What follows belongs to an exercise in optimizing a design on an open flow for small area; a production flow would make more cautious choices.
At most, simulation tests tie the RTL to the original design; equivalence was not proved.
Power figures rest on the tool's default switching activity, not on a simulated workload.

==> job 4662 <==
==> flow/design.v <==
module debouncer
(
	input 		noisy,
	input 		clock,
	output reg 	debounced
);
reg       last;
reg [2:0] run;    
always @ (posedge clock)
begin
	last <= noisy;
	if (noisy != last)
		run <= 3'd0;
	else if (run != 3'd7)
		run <= run + 3'd1;
	if (run == 3'd7)
		debounced <= ~last;
end
endmodule
module RXMajority3Filter
(
	input clockIN,
	input rxIN,
	output wire rxOUT
);
reg [2:0] rxLock;
assign rxOUT = (rxLock[0] & rxLock[1]) | (rxLock[0] & rxLock[2]) | (rxLock[1] & rxLock[2]);
always @(posedge clockIN)
begin
	rxLock <= {rxIN, rxLock[2:1]};
end
endmodule
module UART_RX
#(
	parameter CLOCK_FREQUENCY = 50_000_000,
	parameter BAUD_RATE       = 921600
)
(
	input  clockIN,
	input  RxResetIN,
	input  rxIN,
	output reg  rxFireOUT,
	output reg  rxBitOUT,
	output reg  [3:0] rxBitsOUT
);
localparam HALF_BAUD_CLK_REG_VALUE = (CLOCK_FREQUENCY / BAUD_RATE / 2 - 1);
localparam HALF_BAUD_CLK_REG_SIZE  = $clog2(HALF_BAUD_CLK_REG_VALUE);
reg [HALF_BAUD_CLK_REG_SIZE-1:0] rxClkCounter;
reg rxBaudClk;
wire rx;
wire rxIdle = (rxBitsOUT == 4'd15);
wire rxBaudTick = ~(rx & rxIdle) & (rxClkCounter == 0) & ~rxBaudClk;
RXMajority3Filter rxFilter
(
	.clockIN(clockIN),
	.rxIN(rxIN),
	.rxOUT(rx)
);
always @(posedge clockIN)
begin
	if(rx & rxIdle)
	begin
		rxClkCounter <= HALF_BAUD_CLK_REG_VALUE;
		rxBaudClk    <= 0;
	end
	else if(rxClkCounter == 0)
	begin
		rxClkCounter <= HALF_BAUD_CLK_REG_VALUE;
		rxBaudClk    <= ~rxBaudClk;
	end
	else
		rxClkCounter <= rxClkCounter - 1'b1;
end
always @(posedge clockIN)
begin
	rxFireOUT <= rxBaudTick & (rxBitsOUT == 4'd0) & rx & ~RxResetIN;
	if(RxResetIN)
		rxBitsOUT <= 4'd15;
	else if(rxBaudTick)
	begin
		rxBitOUT <= rx;
		if(rxIdle)
			rxBitsOUT <= 4'd8;
		else
			rxBitsOUT <= rxBitsOUT - 4'd1;
	end
end
endmodule
module LedDataSelector
(
	input wire clock,
	input wire reset,
	input wire [4:0] phase,
	input wire UART_RxFire,
	input wire UART_RxBit,
	input wire [3:0] UART_RxBits,
	input wire [1:0] ws_led,
	input wire ws_win,
	input wire ws_led_end,
	input wire [1:0] sk_led,
	input wire sk_win,
	input wire sk_led_end,
	output wire [3:0] wd,        
	output wire ws_we,           
	output wire sk_we,
	output wire ws_by,           
	output wire sk_by,
	output wire [1:0] by_led
);
reg [2:0] byte_idx;
reg [2:0] addr;
reg addr31;
reg wr;
reg [7:0] cb [0:3];
wire rx_data = ~UART_RxBits[3];            
wire slot_now = (phase[2:0] == UART_RxBits[2:0]);
genvar c;
generate
for (c = 0; c < 4; c = c + 1) begin : g_cb
	localparam [2:0] BYTE = (c == 0) ? 3'd5 : (c == 1) ? 3'd4 : (c == 2) ? 3'd6 : 3'd7;
	wire ins = rx_data & slot_now & (byte_idx == BYTE);
	always @(posedge clock)
		cb[c] <= {cb[c][0], cb[c][7:2], ins ? UART_RxBit : cb[c][1]};
	assign wd[c] = cb[c][1];
end
endgenerate
always @(posedge clock)
begin
	wr <= UART_RxFire & (byte_idx == 3'd7) & ~reset;
	if (reset)
		byte_idx <= 3'd0;
	else if (UART_RxFire)
		byte_idx <= byte_idx + 3'd1;
	if (byte_idx == 3'd0 && UART_RxBits == 4'd7) addr[0] <= UART_RxBit;
	if (byte_idx == 3'd0 && UART_RxBits == 4'd6) addr[1] <= UART_RxBit;
	if (byte_idx == 3'd0 && UART_RxBits == 4'd5) addr[2] <= UART_RxBit;
	if (byte_idx == 3'd3 && UART_RxBits == 4'd0) addr31 <= UART_RxBit;
end
reg pend, ch, sw_on, sw_half;
reg [1:0] tgt;
wire wr_ok   = wr & ~addr[2];    
wire a_win   = addr31 ? sk_win : ws_win;
wire a_end   = addr31 ? sk_led_end : ws_led_end;
wire [1:0] a_led = addr31 ? sk_led : ws_led;
wire blk     = wr_ok & a_win & ~a_end & ~reset & (a_led == addr[1:0]);
wire c_win   = ch ? sk_win : ws_win;
wire c_end   = ch ? sk_led_end : ws_led_end;
wire commit  = pend & (~c_win | c_end | reset);
wire start   = (wr_ok & ~blk) | commit;
wire at_last = (phase == {tgt, 3'd7});
always @(posedge clock)
begin
	if (wr_ok)
	begin
		tgt <= addr[1:0];
		ch <= addr31;
	end
	pend <= blk | (pend & ~commit);
	if (start)
	begin
		sw_on <= 1'b1;
		sw_half <= 1'b0;
	end
	else if (sw_on && at_last)
	begin
		if (sw_half)
			sw_on <= 1'b0;
		sw_half <= 1'b1;
	end
end
wire sw_here = sw_on & (phase[4:3] == tgt);
assign ws_we = sw_here & ~ch;
assign sk_we = sw_here & ch;
assign ws_by = sw_on & ~ch;
assign sk_by = sw_on & ch;
assign by_led = tgt;
endmodule
module RAM_2P
(
	input clock,
	input we,
	input wd,
	output tap0,
	output tap2
);
reg [31:0] q;
assign tap0 = we ? wd : q[1];
assign tap2 = q[17];
always @(posedge clock)
	q <= {q[0], q[31:2], tap0};
endmodule
module WS2812
#(
	parameter NCOL = 3,
	parameter [5:0] T_CNT = 6'd35,
	parameter [4:0] T_IDX = 5'd8,    
	parameter [1:0] T_LED = 2'd0,
	parameter [2:0] T_EXT = 3'd6
)
(
	input wire clock,
	input wire reset,
	input wire [4:0] phase,
	input wire [2*NCOL-1:0] taps,
	input wire [NCOL-1:0] wd,
	input wire by,
	input wire [1:0] by_led,
	output reg [1:0] led,
	output wire win,
	output wire led_end,
	output wire ws_data
);
reg gap, pre, bit_val;
reg [5:0] cnt;
reg [4:0] idx;
reg [2:0] ext;
wire [1:0] col_taps = taps[2*idx[4:3] +: 2];
always @(posedge clock)
	if (phase[3:0] == {led[0], idx[2:0]})
		bit_val <= (by && by_led == led) ? wd[idx[4:3]] : col_taps[phase[4] ^ led[1]];
wire e62 = (cnt == 6'd62);
wire bit_end = ~pre & e62;
wire col_end = bit_end & (idx[2:0] == 3'd7);
wire led_last = col_end & (idx[4:3] == NCOL - 1);
wire term = gap & ~pre & (cnt == T_CNT) & ((idx & T_IDX) == T_IDX) & ((led & T_LED) == T_LED) & ((ext & T_EXT) == T_EXT);
assign win = ~gap & (~pre | (cnt == 6'd61) | e62);
assign led_end = led_last & ~gap;
assign ws_data = ~gap & ~pre & (((cnt != 6'd0) & (cnt <= 6'd22)) | (bit_val & (cnt >= 6'd23) & (cnt <= 6'd56)));
always @(posedge clock)
begin
	if (reset | term)
	begin
		gap <= 1'b0;
		pre <= 1'b1;
		cnt <= {5'b11001, ~reset};
		idx <= 5'd0;
		led <= 2'd0;
	end
	else
	begin
		if (led_last)
		begin
			pre <= 1'b1;
			cnt <= 6'd51;
			idx <= 5'd0;
			led <= led + 2'd1;
			if (led == 2'd3)
			begin
				gap <= 1'b1;
				ext <= gap ? ext + 3'd1 : 3'd0;
			end
		end
		else
		begin
			if (pre & e62)
				pre <= 1'b0;
			cnt <= (bit_end & ~col_end) ? 6'd0 : cnt + 6'd1;
			if (bit_end)
				idx <= idx + 5'd1;
		end
	end
end
endmodule
module SK6812RGBW
(
	input wire clock,
	input wire reset,
	input wire [4:0] phase,
	input wire [7:0] taps,
	input wire [3:0] wd,
	input wire by,
	input wire [1:0] by_led,
	output wire [1:0] led,
	output wire win,
	output wire led_end,
	output wire ws_data
);
WS2812 #(.NCOL(4), .T_CNT(6'd44), .T_IDX(5'd9), .T_LED(2'd2), .T_EXT(3'd4)) ser
(
	.clock(clock),
	.reset(reset),
	.phase(phase),
	.taps(taps),
	.wd(wd),
	.by(by),
	.by_led(by_led),
	.led(led),
	.win(win),
	.led_end(led_end),
	.ws_data(ws_data)
);
endmodule
module C10LP_TOP
(
	input SYS_CLK50M,
	input USER_PB0,
	input GPIO1,
	output ARDUINO_IO12,
	output ARDUINO_IO13
);
wire reset;
reg [4:0] phase;
always @(posedge SYS_CLK50M)
	phase <= phase + 5'd1;
wire rx_fire, rx_bit;
wire [3:0] rx_bits;
wire [3:0] wd;
wire ws_we, sk_we, ws_by, sk_by;
wire [1:0] by_led;
wire [1:0] ws_led, sk_led;
wire ws_win, sk_win, ws_led_end, sk_led_end;
wire [5:0] ws_taps;
wire [7:0] sk_taps;
debouncer db
(
	.noisy(USER_PB0),
	.clock(SYS_CLK50M),
	.debounced(reset)
);
UART_RX uart_rx_i
(
	.clockIN(SYS_CLK50M),
	.RxResetIN(reset),
	.rxIN(GPIO1),
	.rxFireOUT(rx_fire),
	.rxBitOUT(rx_bit),
	.rxBitsOUT(rx_bits)
);
LedDataSelector lds
(
	.clock(SYS_CLK50M),
	.reset(reset),
	.phase(phase),
	.UART_RxFire(rx_fire),
	.UART_RxBit(rx_bit),
	.UART_RxBits(rx_bits),
	.ws_led(ws_led),
	.ws_win(ws_win),
	.ws_led_end(ws_led_end),
	.sk_led(sk_led),
	.sk_win(sk_win),
	.sk_led_end(sk_led_end),
	.wd(wd),
	.ws_we(ws_we),
	.sk_we(sk_we),
	.ws_by(ws_by),
	.sk_by(sk_by),
	.by_led(by_led)
);
genvar c;
generate
for (c = 0; c < 3; c = c + 1) begin : g_ws
	RAM_2P ram (.clock(SYS_CLK50M), .we(ws_we), .wd(wd[c]), .tap0(ws_taps[2*c]), .tap2(ws_taps[2*c+1]));
end
for (c = 0; c < 4; c = c + 1) begin : g_sk
	RAM_2P ram (.clock(SYS_CLK50M), .we(sk_we), .wd(wd[c]), .tap0(sk_taps[2*c]), .tap2(sk_taps[2*c+1]));
end
endgenerate
WS2812 ws
(
	.clock(SYS_CLK50M),
	.reset(reset),
	.phase(phase),
	.taps(ws_taps),
	.wd(wd[2:0]),
	.by(ws_by),
	.by_led(by_led),
	.led(ws_led),
	.win(ws_win),
	.led_end(ws_led_end),
	.ws_data(ARDUINO_IO12)
);
SK6812RGBW sk
(
	.clock(SYS_CLK50M),
	.reset(reset),
	.phase(phase),
	.taps(sk_taps),
	.wd(wd),
	.by(sk_by),
	.by_led(by_led),
	.led(sk_led),
	.win(sk_win),
	.led_end(sk_led_end),
	.ws_data(ARDUINO_IO13)
);
endmodule
==> flow/run.sh <==
#!/bin/bash
# synth_recipe.tcl (not shown) runs the flow's synth.tcl, then flattens the netlist and writes it again
# the make line also repeats each setting of config.mk as NAME=value (left out here)
make -C /OpenROAD-flow-scripts/flow DESIGN_CONFIG=/design/flow/config.mk WORK_HOME=/design/flow/orfs CLKGATE_MAP_FILE= SYNTH_SCRIPT=/design/flow/synth_recipe.tcl finish
==> flow/config.mk <==
export PLATFORM = sky130hd
export DESIGN_NAME = C10LP_TOP
export DESIGN_NICKNAME = C10LP_TOP
export VERILOG_FILES = /design/flow/design.v
export SDC_FILE = /design/flow/constraint.sdc
export NUM_CORES = 4
export LEC_CHECK = 0
export CAP_MARGIN = 20
export CORE_MARGIN = 2
export CORE_UTILIZATION = 40
export CTS_BUF_LIST = sky130_fd_sc_hd__clkbuf_8
export CTS_CLUSTER_DIAMETER = 80
export CTS_CLUSTER_SIZE = 20
export SLEW_MARGIN = 20
==> flow/constraint.sdc <==
create_clock -name core_clock -period 20.0 [get_ports {SYS_CLK50M}]
set_input_delay 4.0000 -clock core_clock [delete_from_list [all_inputs] [get_ports {SYS_CLK50M}]]
set_output_delay 4.0000 -clock core_clock [all_outputs]
set_load 0.01 [all_outputs]
==> job 9940 (differences from job 4662) <==
==> flow/design.v, changed modules only <==
module debouncer
(
	input 		noisy,
	input 		clock,
	output reg 	debounced
);
reg       last;
reg [2:0] run;
reg fb;
always @(*)
	case (run)
	3'b000, 3'b010, 3'b011, 3'b101, 3'b111: fb = 1'b1;
	default: fb = 1'b0;
	endcase
always @ (posedge clock)
begin
	last <= noisy;
	if (noisy != last)
		run <= 3'b110;
	else
		run <= {run[1:0], fb};
	if (run == 3'b111)
		debounced <= ~last;
end
endmodule
module UART_RX
#(
	parameter CLOCK_FREQUENCY = 50_000_000,
	parameter BAUD_RATE       = 921600
)
(
	input  clockIN,
	input  RxResetIN,
	input  rxIN,
	output reg  rxFireOUT,
	output reg  rxBitOUT,
	output reg  [3:0] rxBitsOUT
);
localparam integer BIT_CYCLES = CLOCK_FREQUENCY / BAUD_RATE / 2 * 2;    
function [5:0] lf(input integer k);
	integer j;
	begin
		lf = 6'd1;
		for (j = 0; j < k; j = j + 1)
			lf = {lf[4:0], lf[5] ^ lf[4]};
	end
endfunction
localparam [5:0] T_START = lf(0), T_TICK = lf(BIT_CYCLES / 2 - 1), T_LAST = lf(BIT_CYCLES - 1);
reg [5:0] rxTimer;
wire rx;
wire rxIdle = (rxBitsOUT == 4'd15);
wire rxBaudTick = ~(rx & rxIdle) & (rxTimer == T_TICK);
RXMajority3Filter rxFilter
(
	.clockIN(clockIN),
	.rxIN(rxIN),
	.rxOUT(rx)
);
always @(posedge clockIN)
	if ((rx & rxIdle) | (rxTimer == T_LAST))
		rxTimer <= T_START;
	else
		rxTimer <= {rxTimer[4:0], rxTimer[5] ^ rxTimer[4]};
always @(posedge clockIN)
begin
	rxFireOUT <= rxBaudTick & (rxBitsOUT == 4'd0) & rx & ~RxResetIN;
	if(RxResetIN)
		rxBitsOUT <= 4'd15;
	else if(rxBaudTick)
	begin
		rxBitOUT <= rx;
		if(rxIdle)
			rxBitsOUT <= 4'd8;
		else
			rxBitsOUT <= rxBitsOUT - 4'd1;
	end
end
endmodule
module LedDataSelector
(
	input wire clock,
	input wire reset,
	input wire [4:0] phase,
	input wire UART_RxFire,
	input wire UART_RxBit,
	input wire [3:0] UART_RxBits,
	input wire ws_win,
	input wire sk_win,
	output wire [3:0] wd,        
	output wire ws_we,           
	output wire sk_we,
	output wire ws_by,           
	output wire sk_by,
	output wire [1:0] by_led
);
reg [2:0] byte_idx;
reg [2:0] addr;
reg addr31;
reg wr;
reg [7:0] cb [0:3];
wire rx_data = ~UART_RxBits[3];            
wire slot_now = (phase[2:0] == UART_RxBits[2:0]);
genvar c;
generate
for (c = 0; c < 4; c = c + 1) begin : g_cb
	localparam [2:0] BYTE = (c == 0) ? 3'd5 : (c == 1) ? 3'd4 : (c == 2) ? 3'd6 : 3'd7;
	wire ins = rx_data & slot_now & (byte_idx == BYTE);
	always @(posedge clock)
		cb[c] <= {cb[c][0], cb[c][7:2], ins ? UART_RxBit : cb[c][1]};
	assign wd[c] = cb[c][1];
end
endgenerate
always @(posedge clock)
begin
	wr <= UART_RxFire & (byte_idx == 3'd7) & ~reset;
	if (reset)
		byte_idx <= 3'd0;
	else if (UART_RxFire)
		byte_idx <= byte_idx + 3'd1;
	if (byte_idx == 3'd0 && UART_RxBits == 4'd7) addr[0] <= UART_RxBit;
	if (byte_idx == 3'd0 && UART_RxBits == 4'd6) addr[1] <= UART_RxBit;
	if (byte_idx == 3'd0 && UART_RxBits == 4'd5) addr[2] <= UART_RxBit;
	if (byte_idx == 3'd3 && UART_RxBits == 4'd0) addr31 <= UART_RxBit;
end
reg pend, ch, sw_on, sw_half;
reg [1:0] tgt;
wire wr_ok   = wr & ~addr[2];    
wire blk     = wr_ok & (addr31 ? sk_win : ws_win);
wire commit  = pend & ~(ch ? sk_win : ws_win);
wire start   = (wr_ok & ~blk) | commit;
always @(posedge clock)
begin
	if (wr_ok)
	begin
		tgt <= addr[1:0];
		ch <= addr31;
	end
	pend <= blk | (pend & ~commit);
	if (start)
	begin
		sw_on <= 1'b1;
		sw_half <= 1'b0;
	end
	else if (sw_on && phase == 5'd31)
	begin
		if (sw_half)
			sw_on <= 1'b0;
		sw_half <= 1'b1;
	end
end
wire sw_here = sw_on & (phase[4:3] == tgt);
assign ws_we = sw_here & ~ch;
assign sk_we = sw_here & ch;
assign ws_by = sw_on & ~ch;
assign sk_by = sw_on & ch;
assign by_led = tgt;
endmodule
module WS2812
#(
	parameter NCOL = 3,
	parameter [5:0] T_CNT = 6'd35,   
	parameter [4:0] T_IDX = 5'b10000,   
	parameter [1:0] T_LED = 2'b00,      
	parameter [2:0] T_EXT = 3'b111
)
(
	input wire clock,
	input wire reset,
	input wire [4:0] phase,
	input wire [7:0] taps,
	input wire [3:0] wd,
	input wire by,
	input wire [1:0] by_led,
	output reg [1:0] led,
	output wire win,
	output wire ws_data
);
localparam [4:0] IDX0 = (NCOL == 3) ? 5'd8 : 5'd0;
function [5:0] lf(input integer k);
	integer j;
	begin
		lf = 6'd1;
		for (j = 0; j < k; j = j + 1)
			lf = {lf[4:0], lf[5] ^ lf[4]};
	end
endfunction
localparam [5:0] C0 = lf(0), C22 = lf(22), C50 = lf(50), C51 = lf(51), C56 = lf(56), C61 = lf(61), C62 = lf(62), CT = lf(T_CNT);
reg pre, bit_val, out;
reg [5:0] cnt;
reg [4:0] idx;
reg [2:0] ext;
wire gap = |ext;
wire [1:0] col_taps = taps[2*idx[4:3] +: 2];
always @(posedge clock)
	if (phase[3:0] == {led[0], idx[2:0]})
		bit_val <= (by && by_led == led) ? wd[idx[4:3]] : col_taps[phase[4] ^ led[1]];
wire e62 = (cnt == C62);
wire bit_end = ~pre & e62;
wire col_end = bit_end & (idx[2:0] == 3'd7);
wire led_last = bit_end & (idx == 5'd31);
wire term = ~pre & (cnt == CT) & ((idx & T_IDX) == T_IDX) & ((led & T_LED) == T_LED) & ((ext & T_EXT) == T_EXT);
assign win = ~gap & (~pre | (cnt == C61) | e62);
assign ws_data = out;
always @(posedge clock)
begin
	out <= ~reset & ~gap & ~pre & ((cnt == C0) | (out & ~((cnt == C22) & ~bit_val) & ~(cnt == C56)));
	if (reset | term)
	begin
		pre <= 1'b1;
		cnt <= reset ? C50 : C51;
		{ext, led, idx} <= {5'd0, IDX0};
	end
	else
	begin
		if (led_last | (pre & e62))
			pre <= ~pre;
		if (led_last)
			cnt <= C51;
		else
			cnt <= {cnt[4:0], cnt[5] ^ cnt[4] ^ (cnt[4:0] == 5'd0) | (bit_end & ~col_end)};
		if (led_last)
		begin
			idx <= IDX0;
			{ext, led} <= {ext, led} + 5'd1;
		end
		else if (bit_end)
			idx <= idx + 5'd1;
	end
end
endmodule
module SK6812RGBW
(
	input wire clock,
	input wire reset,
	input wire [4:0] phase,
	input wire [7:0] taps,     
	input wire [3:0] wd,
	input wire by,
	input wire [1:0] by_led,
	output wire [1:0] led,
	output wire win,
	output wire ws_data
);
WS2812 #(.NCOL(4), .T_CNT(6'd44), .T_IDX(5'b01001), .T_LED(2'b10), .T_EXT(3'b101)) ser
(
	.clock(clock),
	.reset(reset),
	.phase(phase),
	.taps(taps),
	.wd(wd),
	.by(by),
	.by_led(by_led),
	.led(led),
	.win(win),
	.ws_data(ws_data)
);
endmodule
module C10LP_TOP
(
	input SYS_CLK50M,
	input USER_PB0,
	input GPIO1,
	output ARDUINO_IO12,
	output ARDUINO_IO13
);
wire reset;
reg [4:0] phase;
always @(posedge SYS_CLK50M)
	phase <= phase + 5'd1;
wire rx_fire, rx_bit;
wire [3:0] rx_bits;
wire [3:0] wd;
wire ws_we, sk_we, ws_by, sk_by;
wire [1:0] by_led;
wire [1:0] ws_led, sk_led;
wire ws_win, sk_win;
wire [7:0] ws_taps;    
wire [7:0] sk_taps;
debouncer db
(
	.noisy(USER_PB0),
	.clock(SYS_CLK50M),
	.debounced(reset)
);
UART_RX uart_rx_i
(
	.clockIN(SYS_CLK50M),
	.RxResetIN(reset),
	.rxIN(GPIO1),
	.rxFireOUT(rx_fire),
	.rxBitOUT(rx_bit),
	.rxBitsOUT(rx_bits)
);
LedDataSelector lds
(
	.clock(SYS_CLK50M),
	.reset(reset),
	.phase(phase),
	.UART_RxFire(rx_fire),
	.UART_RxBit(rx_bit),
	.UART_RxBits(rx_bits),
	.ws_win(ws_win),
	.sk_win(sk_win),
	.wd(wd),
	.ws_we(ws_we),
	.sk_we(sk_we),
	.ws_by(ws_by),
	.sk_by(sk_by),
	.by_led(by_led)
);
genvar c;
generate
for (c = 0; c < 3; c = c + 1) begin : g_ws
	RAM_2P ram (.clock(SYS_CLK50M), .we(ws_we), .wd(wd[c]), .tap0(ws_taps[2*c+2]), .tap2(ws_taps[2*c+3]));
end
for (c = 0; c < 4; c = c + 1) begin : g_sk
	RAM_2P ram (.clock(SYS_CLK50M), .we(sk_we), .wd(wd[c]), .tap0(sk_taps[2*c]), .tap2(sk_taps[2*c+1]));
end
endgenerate
WS2812 ws
(
	.clock(SYS_CLK50M),
	.reset(reset),
	.phase(phase),
	.taps(ws_taps),
	.wd({wd[2:0], 1'b0}),
	.by(ws_by),
	.by_led(by_led),
	.led(ws_led),
	.win(ws_win),
	.ws_data(ARDUINO_IO12)
);
SK6812RGBW sk
(
	.clock(SYS_CLK50M),
	.reset(reset),
	.phase(phase),
	.taps(sk_taps),
	.wd(wd),
	.by(sk_by),
	.by_led(by_led),
	.led(sk_led),
	.win(sk_win),
	.ws_data(ARDUINO_IO13)
);
endmodule
--- a/flow/config.mk
+++ b/flow/config.mk
@@ -9,6 +9,7 @@
 export CORE_MARGIN = 2
-export CORE_UTILIZATION = 40
-export CTS_BUF_LIST = sky130_fd_sc_hd__clkbuf_8
-export CTS_CLUSTER_DIAMETER = 80
-export CTS_CLUSTER_SIZE = 20
+export CORE_UTILIZATION = 60
+export CTS_BUF_LIST = sky130_fd_sc_hd__clkbuf_16
+export CTS_CLUSTER_DIAMETER = 60
+export CTS_CLUSTER_SIZE = 34
+export PLACE_DENSITY = 0.9
 export SLEW_MARGIN = 20
==> metrics.md <==
| Metric | Value |
|---|---|
| Fin crit share | 34.43% |
| Pint | 0.7732 mW |
| Combinational group share of total power | 1.0% |
| Critical Path Start | sk.ser.cnt[0] |
| Sequential cell area share | 68.73% |
| Fin cells | 979 |
| Vias in the first global route | 4566 |
| Outcome | complete, no violations |
| Multi-input gates | 309 |
| All-Layer GR Usage | 11.06% |
| Die area | 24490 sq um |
| Met1 usage | 14.40% |
| Sequential power share | 69.8% |
| Worst R2R Setup Slack | 17850 ps |
# the run above: job 4662

==> metrics.md <==
| Metric | Value |
|---|---|
| Outcome | complete, no violations |
| Met1 usage | 22.07% |
| Worst R2R Setup Slack | 17840 ps |
| Worst slew margin | 58.68% |
| Pint | 0.8248 mW |
| Largest regs | g_sk.ram.q: 128 flops, g_ws.ram.q: 96 flops, lds.cb: 32 flops |
| Hold Path Depth | 0 |
| All-Layer GR Usage | 16.91% |
| Sequential power share | 65.1% |
| Multi-input gates | 294 |
| Critical Path Start | ws.out |
| TritonCTS buffer count | 15 |
| N_taps | 184 |
| Initial antenna violation count | 0 |
| Fin crit share | 26.99% |
| Sequential cell area share | 69.80% |
| Die area | 16030 sq um |
# the run above: job 9940

Function not checked in job 4662: the RTL went through the layout flow alone.

## static timing again, ports no longer ideal
Ports are ideal in the flow. The routed layouts listed here were re-timed in OpenROAD.
Step 1, drivers: a clkbuf_16 drives SYS_CLK50M and a buf_2 each remaining input, both assumed.
Step 2 adds t to the input delays and takes it off the output delays; t is the mean of the earliest and latest rising clock arrival at the registers after step 1. Input paths then give back, and output paths get back, about the clock's delay inside the block.
a / b / c = no drivers / after step 1 / after step 2; a / b = the first two.
run | t (ns) | setup WS [ns] | worst setup path at the end | latest minus earliest clock arrival (ns)
job 4662 | 0.574 | 13.115 / 13.076 / 13.649 | register to output | 0.036 / 0.037
job 9940 | 0.519 | 14.602 / 14.563 / 15.034 | input to register | 0.015 / 0.016
After both steps every run listed still meets setup and hold.
